This design comes from an exercise in tuning for small area and a short achievable clock period on the open sky130 flow, not from production work.
The RTL was checked by simulation tests, not by an equivalence proof against the original design.

==> inputs of trial 96 <==
// sparq_dot8
module sparq_dot8 (
  input  logic         clk,
  input  logic         rstn,
  input  logic         w_load,
  input  logic [127:0] w_data,
  input  logic         in_valid,
  input  logic [31:0]  in_act,
  input  logic [15:0]  in_acc,
  output logic         out_valid,
  output logic [15:0]  out_data
);
==> module float_multiplier, before the edit <==
module float_multiplier (
  input  logic [15:0] in_A,
  input  logic [3:0]  in_B,
  output logic [15:0] out
);
  logic [4:0]  e, exp_o;
  logic [10:0] f;
  logic [3:0]  m;
  logic [13:0] prod, op1, op2;
  logic [9:0]  mant;
  always_comb begin
    e    = {in_A[14:11], in_A[10] | (in_A[14:10] == 5'd0)};
    f    = {in_A[14:10] != 5'd0, in_A[9:0]};
    m    = in_B[3] ? (~in_B + 4'd1) : in_B;
    case (m)
      4'd1: begin op1 = {3'd0, f};       op2 = 14'd0; end
      4'd2: begin op1 = {2'd0, f, 1'b0}; op2 = 14'd0; end
      4'd3: begin op1 = {2'd0, f, 1'b0}; op2 = {3'd0, f}; end
      4'd4: begin op1 = {1'd0, f, 2'b0}; op2 = 14'd0; end
      4'd5: begin op1 = {1'd0, f, 2'b0}; op2 = {3'd0, f}; end
      4'd6: begin op1 = {1'd0, f, 2'b0}; op2 = {2'd0, f, 1'b0}; end
      4'd7: begin op1 = {f, 3'b0};       op2 = ~{3'd0, f} + 14'd1; end
      4'd8: begin op1 = {f, 3'b0};       op2 = 14'd0; end
      default: begin op1 = 14'd0; op2 = 14'd0; end
    endcase
    prod = op1 + op2;
    if (prod[13]) begin
      mant = prod[12:3]; exp_o = e + 5'd3;
    end else if (prod[12]) begin
      mant = prod[11:2]; exp_o = e + 5'd2;
    end else if (prod[11]) begin
      mant = prod[10:1]; exp_o = e + 5'd1;
    end else begin
      mant = prod[9:0];  exp_o = prod[10] ? e : 5'd0;
    end
    out = {in_A[15] ^ in_B[3], exp_o, mant};
  end
endmodule
==> module fadd_front, before the edit <==
module fadd_front (
  input  logic [15:0] in_A,
  input  logic [15:0] in_B,
  output logic [11:0] sum,     
  output logic [4:0]  eL,      
  output logic        sL       
);
  logic [4:0]  eA, eB, d;
  logic [5:0]  dAB, dBA;
  logic [10:0] fA, fB, X, Y;
  logic [11:0] Xs, op1, op2;
  logic        a_ge, ge_e, w, sub;
  always_comb begin
    eA = {in_A[14:11], in_A[10] | (in_A[14:10] == 5'd0)};
    eB = {in_B[14:11], in_B[10] | (in_B[14:10] == 5'd0)};
    fA = {in_A[14:10] != 5'd0, in_A[9:0]};
    fB = {in_B[14:10] != 5'd0, in_B[9:0]};
    a_ge = in_A[14:0] >= in_B[14:0];
    dAB = {1'b0, eA} - {1'b0, eB};
    dBA = {1'b0, eB} - {1'b0, eA};
    ge_e = !dAB[5];
    d  = ge_e ? dAB[4:0] : dBA[4:0];
    X  = ge_e ? fB : fA;
    Y  = ge_e ? fA : fB;
    Xs = {1'b0, X} >> d;
    w  = ge_e & ~a_ge;
    sub = in_A[15] ^ in_B[15];
    op1 = (sub & w)  ? ~{1'b0, Y} : {1'b0, Y};
    op2 = (sub & ~w) ? ~Xs : Xs;
    sum = op1 + op2 + {11'd0, sub};
    eL = ge_e ? eA : eB;
    sL = a_ge ? in_A[15] : in_B[15];
  end
endmodule
==> flow/config.mk <==
export PLATFORM = sky130hd
export DESIGN_NAME = sparq_dot8
export DESIGN_NICKNAME = sparq_dot8
export VERILOG_FILES = /design/flow/design.v
export SDC_FILE = /design/flow/constraint.sdc
export NUM_CORES = 4
export LEC_CHECK = 0
export ABC_AREA = 1
export CAP_MARGIN = 20
export CORE_MARGIN = 2
export CORE_UTILIZATION = 55
export PLACE_DENSITY = 0.65
export SLEW_MARGIN = 20
==> flow/constraint.sdc <==
create_clock -name core_clock -period 11.0 [get_ports {clk}]
set_input_delay 2.2000 -clock core_clock [delete_from_list [all_inputs] [get_ports {clk}]]
set_output_delay 2.2000 -clock core_clock [all_outputs]
set_load 0.01 [all_outputs]
run.sh (not shown) runs the stock make flow with config.mk's settings and CLKGATE_MAP_FILE= SYNTH_SCRIPT=/design/flow/synth_recipe.tcl, a recipe that flattens the netlist after the stock synthesis.
==> build 72: changes against trial 96 <==
--- a/flow/design.v
+++ b/flow/design.v
@@ -33,4 +33,5 @@
   logic [3:0]  m;
   logic [13:0] prod, op1, op2;
+  logic        cin, cout;
   logic [9:0]  mant;
   always_comb begin
@@ -38,4 +39,5 @@
     f    = {in_A[14:10] != 5'd0, in_A[9:0]};
     m    = in_B[3] ? (~in_B + 4'd1) : in_B;
+    cin  = 1'b0;
     case (m)
       4'd1: begin op1 = {3'd0, f};       op2 = 14'd0; end
@@ -45,9 +47,11 @@
       4'd5: begin op1 = {1'd0, f, 2'b0}; op2 = {3'd0, f}; end
       4'd6: begin op1 = {1'd0, f, 2'b0}; op2 = {2'd0, f, 1'b0}; end
-      4'd7: begin op1 = {f, 3'b0};       op2 = ~{3'd0, f} + 14'd1; end
+      4'd7: begin op1 = {f, 3'b0};       op2 = ~{3'd0, f}; cin = 1'b1; end
       4'd8: begin op1 = {f, 3'b0};       op2 = 14'd0; end
       default: begin op1 = 14'd0; op2 = 14'd0; end
     endcase
-    prod = op1 + op2;
+  end
+  pfx_add #(14) add (.a(op1), .b(op2), .cin(cin), .s(prod), .cout(cout));
+  always_comb begin
     if (prod[13]) begin
       mant = prod[12:3]; exp_o = e + 5'd3;
@@ -62,4 +66,65 @@
   end
 endmodule
+module pfx_add #(
+  parameter int W = 12
+) (
+  input  logic [W-1:0] a,
+  input  logic [W-1:0] b,
+  input  logic         cin,
+  output logic [W-1:0] s,
+  output logic         cout
+);
+  localparam int L = $clog2(W + 1);
+  logic [W:0] g [0:L];
+  logic [W:0] p [0:L];
+  always_comb begin
+    g[0][0] = cin;
+    p[0][0] = 1'b0;
+    for (int i = 0; i < W; i++) begin
+      g[0][i+1] = a[i] & b[i];
+      p[0][i+1] = a[i] ^ b[i];
+    end
+    for (int l = 0; l < L; l++) begin
+      for (int i = 0; i <= W; i++) begin
+        if ((i >> l) & 1) begin
+          g[l+1][i] = g[l][i] | (p[l][i] & g[l][((i >> l) << l) - 1]);
+          p[l+1][i] = p[l][i] & p[l][((i >> l) << l) - 1];
+        end
+        else begin
+          g[l+1][i] = g[l][i];
+          p[l+1][i] = p[l][i];
+        end
+      end
+    end
+    for (int i = 0; i < W; i++) s[i] = p[0][i+1] ^ g[L][i];
+    cout = g[L][W];
+  end
+endmodule
+module fadd_pre (
+  input  logic [15:0] in_A,
+  input  logic [15:0] in_B,
+  output logic [3:0]  amtA,    
+  output logic        zA,      
+  output logic [3:0]  amtB,
+  output logic        zB,
+  output logic        geE      
+);
+  logic [4:0] eA, eB;
+  logic [4:0] dAB, dBA;
+  logic       cAB, cBA;
+  always_comb begin
+    eA = {in_A[14:11], in_A[10] | (in_A[14:10] == 5'd0)};
+    eB = {in_B[14:11], in_B[10] | (in_B[14:10] == 5'd0)};
+  end
+  pfx_add #(5) subAB (.a(eA), .b(~eB), .cin(1'b1), .s(dAB), .cout(cAB));
+  pfx_add #(5) subBA (.a(eB), .b(~eA), .cin(1'b1), .s(dBA), .cout(cBA));
+  always_comb begin
+    geE  = cAB;
+    amtA = cAB ? 4'd0 : dBA[3:0];
+    zA   = !cAB && dBA[4];
+    amtB = cBA ? 4'd0 : dAB[3:0];
+    zB   = !cBA && dAB[4];
+  end
+endmodule
 module fadd_front (
   input  logic [15:0] in_A,
@@ -69,30 +134,26 @@
   output logic        sL       
 );
-  logic [4:0]  eA, eB, d;
-  logic [5:0]  dAB, dBA;
-  logic [10:0] fA, fB, X, Y;
-  logic [11:0] Xs, op1, op2;
-  logic        a_ge, ge_e, w, sub;
-  always_comb begin
-    eA = {in_A[14:11], in_A[10] | (in_A[14:10] == 5'd0)};
-    eB = {in_B[14:11], in_B[10] | (in_B[14:10] == 5'd0)};
+  logic [10:0] fA, fB, xA, xB;
+  logic [11:0] op1, op2;
+  logic        a_ge, sub, cmp_c, add_c;
+  logic [14:0] cmp_s;
+  logic [3:0]  amtA, amtB;
+  logic        zA, zB, geE;
+  fadd_pre pre (.in_A(in_A), .in_B(in_B), .amtA(amtA), .zA(zA), .amtB(amtB), .zB(zB), .geE(geE));
+  pfx_add #(15) cmp (.a(in_A[14:0]), .b(~in_B[14:0]), .cin(1'b1), .s(cmp_s), .cout(cmp_c));
+  always_comb begin
     fA = {in_A[14:10] != 5'd0, in_A[9:0]};
     fB = {in_B[14:10] != 5'd0, in_B[9:0]};
-    a_ge = in_A[14:0] >= in_B[14:0];
-    dAB = {1'b0, eA} - {1'b0, eB};
-    dBA = {1'b0, eB} - {1'b0, eA};
-    ge_e = !dAB[5];
-    d  = ge_e ? dAB[4:0] : dBA[4:0];
-    X  = ge_e ? fB : fA;
-    Y  = ge_e ? fA : fB;
-    Xs = {1'b0, X} >> d;
-    w  = ge_e & ~a_ge;
-    sub = in_A[15] ^ in_B[15];
-    op1 = (sub & w)  ? ~{1'b0, Y} : {1'b0, Y};
-    op2 = (sub & ~w) ? ~Xs : Xs;
-    sum = op1 + op2 + {11'd0, sub};
-    eL = ge_e ? eA : eB;
-    sL = a_ge ? in_A[15] : in_B[15];
-  end
+    xA = zA ? 11'd0 : fA >> amtA;
+    xB = zB ? 11'd0 : fB >> amtB;
+    a_ge = cmp_c;
+    sub  = in_A[15] ^ in_B[15];
+    op1 = (sub & ~a_ge) ? ~{1'b0, xA} : {1'b0, xA};
+    op2 = (sub &  a_ge) ? ~{1'b0, xB} : {1'b0, xB};
+    eL  = geE ? {in_A[14:11], in_A[10] | (in_A[14:10] == 5'd0)}
+              : {in_B[14:11], in_B[10] | (in_B[14:10] == 5'd0)};
+    sL  = a_ge ? in_A[15] : in_B[15];
+  end
+  pfx_add #(12) add (.a(op1), .b(op2), .cin(sub), .s(sum), .cout(add_c));
 endmodule
 module fadd_norm (
==> build 16: changes against trial 96 <==
--- a/flow/design.v
+++ b/flow/design.v
@@ -33,4 +33,5 @@
   logic [3:0]  m;
   logic [13:0] prod, op1, op2;
+  logic        cin, cout;
   logic [9:0]  mant;
   always_comb begin
@@ -38,4 +39,5 @@
     f    = {in_A[14:10] != 5'd0, in_A[9:0]};
     m    = in_B[3] ? (~in_B + 4'd1) : in_B;
+    cin  = 1'b0;
     case (m)
       4'd1: begin op1 = {3'd0, f};       op2 = 14'd0; end
@@ -45,9 +47,11 @@
       4'd5: begin op1 = {1'd0, f, 2'b0}; op2 = {3'd0, f}; end
       4'd6: begin op1 = {1'd0, f, 2'b0}; op2 = {2'd0, f, 1'b0}; end
-      4'd7: begin op1 = {f, 3'b0};       op2 = ~{3'd0, f} + 14'd1; end
+      4'd7: begin op1 = {f, 3'b0};       op2 = ~{3'd0, f}; cin = 1'b1; end
       4'd8: begin op1 = {f, 3'b0};       op2 = 14'd0; end
       default: begin op1 = 14'd0; op2 = 14'd0; end
     endcase
-    prod = op1 + op2;
+  end
+  pfx_add #(14) add (.a(op1), .b(op2), .cin(cin), .s(prod), .cout(cout));
+  always_comb begin
     if (prod[13]) begin
       mant = prod[12:3]; exp_o = e + 5'd3;
@@ -62,4 +66,65 @@
   end
 endmodule
+module pfx_add #(
+  parameter int W = 12
+) (
+  input  logic [W-1:0] a,
+  input  logic [W-1:0] b,
+  input  logic         cin,
+  output logic [W-1:0] s,
+  output logic         cout
+);
+  localparam int L = $clog2(W + 1);
+  logic [W:0] g [0:L];
+  logic [W:0] p [0:L];
+  always_comb begin
+    g[0][0] = cin;
+    p[0][0] = 1'b0;
+    for (int i = 0; i < W; i++) begin
+      g[0][i+1] = a[i] & b[i];
+      p[0][i+1] = a[i] ^ b[i];
+    end
+    for (int l = 0; l < L; l++) begin
+      for (int i = 0; i <= W; i++) begin
+        if ((i >> l) & 1) begin
+          g[l+1][i] = g[l][i] | (p[l][i] & g[l][((i >> l) << l) - 1]);
+          p[l+1][i] = p[l][i] & p[l][((i >> l) << l) - 1];
+        end
+        else begin
+          g[l+1][i] = g[l][i];
+          p[l+1][i] = p[l][i];
+        end
+      end
+    end
+    for (int i = 0; i < W; i++) s[i] = p[0][i+1] ^ g[L][i];
+    cout = g[L][W];
+  end
+endmodule
+module fadd_pre (
+  input  logic [15:0] in_A,
+  input  logic [15:0] in_B,
+  output logic [3:0]  amtA,    
+  output logic        zA,      
+  output logic [3:0]  amtB,
+  output logic        zB,
+  output logic        geE      
+);
+  logic [4:0] eA, eB;
+  logic [4:0] dAB, dBA;
+  logic       cAB, cBA;
+  always_comb begin
+    eA = {in_A[14:11], in_A[10] | (in_A[14:10] == 5'd0)};
+    eB = {in_B[14:11], in_B[10] | (in_B[14:10] == 5'd0)};
+  end
+  pfx_add #(5) subAB (.a(eA), .b(~eB), .cin(1'b1), .s(dAB), .cout(cAB));
+  pfx_add #(5) subBA (.a(eB), .b(~eA), .cin(1'b1), .s(dBA), .cout(cBA));
+  always_comb begin
+    geE  = cAB;
+    amtA = cAB ? 4'd0 : dBA[3:0];
+    zA   = !cAB && dBA[4];
+    amtB = cBA ? 4'd0 : dAB[3:0];
+    zB   = !cBA && dAB[4];
+  end
+endmodule
 module fadd_front (
   input  logic [15:0] in_A,
@@ -69,30 +134,26 @@
   output logic        sL       
 );
-  logic [4:0]  eA, eB, d;
-  logic [5:0]  dAB, dBA;
-  logic [10:0] fA, fB, X, Y;
-  logic [11:0] Xs, op1, op2;
-  logic        a_ge, ge_e, w, sub;
-  always_comb begin
-    eA = {in_A[14:11], in_A[10] | (in_A[14:10] == 5'd0)};
-    eB = {in_B[14:11], in_B[10] | (in_B[14:10] == 5'd0)};
+  logic [10:0] fA, fB, xA, xB;
+  logic [11:0] op1, op2;
+  logic        a_ge, sub, cmp_c, add_c;
+  logic [14:0] cmp_s;
+  logic [3:0]  amtA, amtB;
+  logic        zA, zB, geE;
+  fadd_pre pre (.in_A(in_A), .in_B(in_B), .amtA(amtA), .zA(zA), .amtB(amtB), .zB(zB), .geE(geE));
+  pfx_add #(15) cmp (.a(in_A[14:0]), .b(~in_B[14:0]), .cin(1'b1), .s(cmp_s), .cout(cmp_c));
+  always_comb begin
     fA = {in_A[14:10] != 5'd0, in_A[9:0]};
     fB = {in_B[14:10] != 5'd0, in_B[9:0]};
-    a_ge = in_A[14:0] >= in_B[14:0];
-    dAB = {1'b0, eA} - {1'b0, eB};
-    dBA = {1'b0, eB} - {1'b0, eA};
-    ge_e = !dAB[5];
-    d  = ge_e ? dAB[4:0] : dBA[4:0];
-    X  = ge_e ? fB : fA;
-    Y  = ge_e ? fA : fB;
-    Xs = {1'b0, X} >> d;
-    w  = ge_e & ~a_ge;
-    sub = in_A[15] ^ in_B[15];
-    op1 = (sub & w)  ? ~{1'b0, Y} : {1'b0, Y};
-    op2 = (sub & ~w) ? ~Xs : Xs;
-    sum = op1 + op2 + {11'd0, sub};
-    eL = ge_e ? eA : eB;
-    sL = a_ge ? in_A[15] : in_B[15];
-  end
+    xA = zA ? 11'd0 : fA >> amtA;
+    xB = zB ? 11'd0 : fB >> amtB;
+    a_ge = cmp_c;
+    sub  = in_A[15] ^ in_B[15];
+    op1 = (sub & ~a_ge) ? ~{1'b0, xA} : {1'b0, xA};
+    op2 = (sub &  a_ge) ? ~{1'b0, xB} : {1'b0, xB};
+    eL  = geE ? {in_A[14:11], in_A[10] | (in_A[14:10] == 5'd0)}
+              : {in_B[14:11], in_B[10] | (in_B[14:10] == 5'd0)};
+    sL  = a_ge ? in_A[15] : in_B[15];
+  end
+  pfx_add #(12) add (.a(op1), .b(op2), .cin(sub), .s(sum), .cout(add_c));
 endmodule
 module fadd_norm (
==> flow/flow/run.sh (new file) <==
#!/bin/bash
set -euo pipefail
export SETUP_SLACK_MARGIN=7.0
bash standard.sh finish > orfs_make.log 2>&1
==> flow/standard.sh (new file) <==
#!/bin/bash
# synth_recipe.tcl (not shown) runs the flow's synth.tcl, then flattens the netlist and writes it again
# the make line also repeats each setting of config.mk as NAME=value (left out here)
make -C /OpenROAD-flow-scripts/flow DESIGN_CONFIG=/design/flow/config.mk WORK_HOME=/design/flow/orfs CLKGATE_MAP_FILE= SYNTH_SCRIPT=/design/flow/synth_recipe.tcl "${@:-finish}"
removed: flow/run.sh
==> run summary <==
- Build 16 passed the timing, design-rule and antenna checks. Build 72 finished with timing, DRC and antenna clean. Trial 96 ran to the end with no violations.
- Against trial 96, the fmax of build 72 is larger by 2.9%.
- Clock skew: build 72 > trial 96 > build 16.
- Count of clock-buffer cells in the layout, highest first: trial 96, build 16, build 72.
- Flip-flop and latch count is the same in trial 96 and build 16.

-- afterwards: timing with drivers on the ports --
In the flow no input, the clock included, has a driving cell. The finished layouts below were timed again as built, in two steps. Step 1 (the two cells are an assumption about what drives the block):
set clk [get_ports {clk}]
set_driving_cell -lib_cell sky130_fd_sc_hd__clkbuf_16 $clk
set_driving_cell -lib_cell sky130_fd_sc_hd__buf_2 [delete_from_list [all_inputs] $clk]
Step 2 times the ports against the registers' clock, not the clock port: input delays grow and output delays shrink by t, the midpoint of the rising clock arrivals with the driver on. a / b / c = ideal ports / drivers / drivers and shift; a / b = the first two.
| run | t (ns) | slack for setup (ns) | slew at the worst register clock pin (ns) | worst slew at a driven data input, ns |
|---|---|---|---|---|
| trial 96 | 0.742 | 5.434 / 5.434 / 5.434 | 0.07 / 0.07 | 0.07 |
| build 72 | 0.748 | 5.588 / 5.588 / 5.588 | 0.07 / 0.07 | 0.15 |
| build 16 | 0.756 | 6.832 / 6.832 / 6.832 | 0.07 / 0.07 | 0.15 |
After both steps setup and hold are still met in every run listed.
